Source: an optimization exercise on an open RTL-to-GDS flow (aim: small area and a short achievable clock period). Production flows keep margins and buffers that such runs may drop.
In this exercise RTL edits were held to simulation tests only and were not proved equivalent to the original.

==> flow/design.v <==
`timescale 1ns / 1ps
module fifo_sync #(
    parameter DATA_WIDTH          = 32,
    parameter DEPTH               = 16,
    parameter ADDR_WIDTH          = $clog2(DEPTH),
    parameter ALMOST_FULL_THRESH  = DEPTH - 2,
    parameter ALMOST_EMPTY_THRESH = 2
) (
    input  wire                    clk,
    input  wire                    rst_n,
    input  wire                    wr_en,
    input  wire [DATA_WIDTH-1:0]   wr_data,
    output reg                     full,
    output reg                     almost_full,
    output reg                     overflow,
    input  wire                    rd_en,
    output reg  [DATA_WIDTH-1:0]   rd_data,
    output reg                     empty,
    output reg                     almost_empty,
    output reg                     underflow,
    output reg  [ADDR_WIDTH:0]     data_count,
    output reg  [ADDR_WIDTH:0]     peak_count
);
    reg [DATA_WIDTH-1:0] mem [0:DEPTH-1];
    reg [ADDR_WIDTH-1:0] wr_ptr;      
    reg [DEPTH-1:0]      rd_sel;      
    reg [ADDR_WIDTH:0]   cnt_n;
    reg                  full_n;
    reg                  empty_n;
    wire [ADDR_WIDTH:0]  cnt = ~cnt_n;
    wire do_write = wr_en & full_n;
    wire do_read  = rd_en & empty_n;
    wire inc      = do_write & ~do_read;
    wire dec      = do_read & ~do_write;
    integer i;
    always @(posedge clk) begin
        for (i = 0; i < DEPTH; i = i + 1)
            if (full_n && wr_ptr == i)
                mem[i] <= wr_data;
    end
    reg [DATA_WIDTH-1:0] rd_next;
    always @(*) begin
        rd_next = rd_data & {DATA_WIDTH{~do_read}};
        for (i = 0; i < DEPTH; i = i + 1)
            rd_next = rd_next | (mem[i] & {DATA_WIDTH{rd_sel[i] & do_read}});
    end
    always @(posedge clk) begin
        if (!rst_n) begin
            wr_ptr  <= {ADDR_WIDTH{1'b0}};
            rd_sel  <= {{(DEPTH-1){1'b0}}, 1'b1};
            rd_data <= {DATA_WIDTH{1'b0}};
        end else begin
            if (do_write) wr_ptr <= wr_ptr + 1'b1;
            rd_data <= rd_next;
            if (do_read)
                rd_sel  <= {rd_sel[DEPTH-2:0], rd_sel[DEPTH-1]};
        end
    end
    wire [ADDR_WIDTH:0] cnt_up = cnt + 1'b1;
    wire [ADDR_WIDTH:0] cnt_dn = cnt - 1'b1;
    wire peak_hit = (peak_count == cnt);
    always @(posedge clk) begin
        if (!rst_n) begin
            full         <= 1'b0;
            empty        <= 1'b1;
            almost_full  <= 1'b0;
            almost_empty <= 1'b1;
            data_count   <= {(ADDR_WIDTH+1){1'b0}};
            peak_count   <= {(ADDR_WIDTH+1){1'b0}};
            overflow     <= 1'b0;
            underflow    <= 1'b0;
            cnt_n        <= {(ADDR_WIDTH+1){1'b1}};
            full_n       <= 1'b1;
            empty_n      <= 1'b0;
        end else begin
            overflow  <= wr_en & ~full_n;
            underflow <= rd_en & ~empty_n;
            if (inc) begin
                data_count   <= cnt_up;
                cnt_n        <= ~cnt_up;
                full         <= (cnt_up == DEPTH);
                full_n       <= (cnt_up != DEPTH);
                empty        <= 1'b0;
                empty_n      <= 1'b1;
                almost_full  <= (cnt_up >= ALMOST_FULL_THRESH);
                almost_empty <= (cnt_up <= ALMOST_EMPTY_THRESH);
                if (peak_hit) peak_count <= cnt_up;
            end else if (dec) begin
                data_count   <= cnt_dn;
                cnt_n        <= ~cnt_dn;
                full         <= 1'b0;
                full_n       <= 1'b1;
                empty        <= (cnt_dn == 0);
                empty_n      <= (cnt_dn != 0);
                almost_full  <= (cnt_dn >= ALMOST_FULL_THRESH);
                almost_empty <= (cnt_dn <= ALMOST_EMPTY_THRESH);
            end
        end
    end
endmodule
==> flow/config.mk <==
export PLATFORM = sky130hd
export DESIGN_NAME = fifo_sync
export DESIGN_NICKNAME = fifo_sync
export VERILOG_FILES = /design/flow/design.v
export SDC_FILE = /design/flow/constraint.sdc
export NUM_CORES = 4
export LEC_CHECK = 0
export CAP_MARGIN = 20
export CORE_MARGIN = 2
export CORE_UTILIZATION = 65
export CTS_CLUSTER_DIAMETER = 100
export CTS_CLUSTER_SIZE = 25
export PLACE_DENSITY = 0.75
export SETUP_SLACK_MARGIN = 1.4
export SLEW_MARGIN = 20
==> flow/constraint.sdc <==
create_clock -name core_clock -period 3.2 [get_ports {clk}]
set_input_delay 0.6400 -clock core_clock [delete_from_list [all_inputs] [get_ports {clk}]]
set_output_delay 0.6400 -clock core_clock [all_outputs]
set_load 0.01 [all_outputs]
standard.sh (not shown) runs the stock make flow with config.mk's settings and CLKGATE_MAP_FILE= SYNTH_SCRIPT=/design/flow/synth_recipe.tcl, a recipe that flattens the netlist after the stock synthesis.
==> flow/flow/run.sh <==
#!/bin/bash
# Standard ORFS layout, with the port buffers made from plain buffers
# (sky130_fd_sc_hd__buf_2) instead of the default choice.
set -euo pipefail
export BUFFER_PORTS_ARGS="-buffer_cell sky130_fd_sc_hd__buf_2"
bash standard.sh > standard.log 2>&1
The first run finished clean.
Change:
--- a/flow/design.v
+++ b/flow/design.v
@@ -24,18 +24,14 @@
     reg [DATA_WIDTH-1:0] mem [0:DEPTH-1];
     reg [ADDR_WIDTH-1:0] wr_ptr;      
     reg [DEPTH-1:0]      rd_sel;      
-    reg [ADDR_WIDTH:0]   cnt_n;
-    reg                  full_n;
-    reg                  empty_n;
-    wire [ADDR_WIDTH:0]  cnt = ~cnt_n;
-    wire do_write = wr_en & full_n;
-    wire do_read  = rd_en & empty_n;
+    wire do_write = wr_en & ~full;
+    wire do_read  = rd_en & ~empty;
     wire inc      = do_write & ~do_read;
     wire dec      = do_read & ~do_write;
     integer i;
     always @(posedge clk) begin
         for (i = 0; i < DEPTH; i = i + 1)
-            if (full_n && wr_ptr == i)
+            if (!full && wr_ptr == i)
                 mem[i] <= wr_data;
     end
     reg [DATA_WIDTH-1:0] rd_next;
@@ -50,15 +46,15 @@
             rd_sel  <= {{(DEPTH-1){1'b0}}, 1'b1};
             rd_data <= {DATA_WIDTH{1'b0}};
         end else begin
+            rd_data <= rd_next;
             if (do_write) wr_ptr <= wr_ptr + 1'b1;
-            rd_data <= rd_next;
             if (do_read)
                 rd_sel  <= {rd_sel[DEPTH-2:0], rd_sel[DEPTH-1]};
         end
     end
-    wire [ADDR_WIDTH:0] cnt_up = cnt + 1'b1;
-    wire [ADDR_WIDTH:0] cnt_dn = cnt - 1'b1;
-    wire peak_hit = (peak_count == cnt);
+    wire [ADDR_WIDTH:0] cnt_up = data_count + 1'b1;
+    wire [ADDR_WIDTH:0] cnt_dn = data_count - 1'b1;
+    wire peak_hit = (peak_count == data_count);
     always @(posedge clk) begin
         if (!rst_n) begin
             full         <= 1'b0;
@@ -69,29 +65,20 @@
             peak_count   <= {(ADDR_WIDTH+1){1'b0}};
             overflow     <= 1'b0;
             underflow    <= 1'b0;
-            cnt_n        <= {(ADDR_WIDTH+1){1'b1}};
-            full_n       <= 1'b1;
-            empty_n      <= 1'b0;
         end else begin
-            overflow  <= wr_en & ~full_n;
-            underflow <= rd_en & ~empty_n;
+            overflow  <= wr_en & full;
+            underflow <= rd_en & empty;
             if (inc) begin
                 data_count   <= cnt_up;
-                cnt_n        <= ~cnt_up;
                 full         <= (cnt_up == DEPTH);
-                full_n       <= (cnt_up != DEPTH);
                 empty        <= 1'b0;
-                empty_n      <= 1'b1;
                 almost_full  <= (cnt_up >= ALMOST_FULL_THRESH);
                 almost_empty <= (cnt_up <= ALMOST_EMPTY_THRESH);
                 if (peak_hit) peak_count <= cnt_up;
             end else if (dec) begin
                 data_count   <= cnt_dn;
-                cnt_n        <= ~cnt_dn;
                 full         <= 1'b0;
-                full_n       <= 1'b1;
                 empty        <= (cnt_dn == 0);
-                empty_n      <= (cnt_dn != 0);
                 almost_full  <= (cnt_dn >= ALMOST_FULL_THRESH);
                 almost_empty <= (cnt_dn <= ALMOST_EMPTY_THRESH);
             end
=> Wire length shrinks by about 0.8%; global-route usage is higher by 0.29 points; maximum frequency is lower by 0.47%; sequential share of layout area rose by 0.70 points; first-iteration DRC count climbs by 4.7%.

==> afterwards: timing with drivers on the ports <==
No port has a modelled driver above. Below, the same layouts with a new extraction and two added sets of constraints.
Step 1 sets driving cells, clkbuf_16 on the clock port and buf_2 on the other inputs (assumed; they add their load-dependent delay and slew).
Step 2, shift: input delay + t, output delay - t, t = (earliest + latest rising clock arrival at the registers) / 2. This alone moves slack from input paths to output paths.
Three values: no drivers, after step 1, after step 2; two values: the first two.
| run | shift t [ns] | setup slack, ns | slew at the worst register clock pin (ns) |
|---|---|---|---|
| the first run | 0.628 | 1.427 / 1.381 / 1.035 | 0.10 / 0.10 |
| the second run | 0.627 | 1.419 / 1.368 / 1.110 | 0.10 / 0.10 |
After both steps every run listed still meets setup and hold. The setup slack of the first run, which loses most, moves by -0.046 ns with the drivers and by -0.392 ns with both steps.
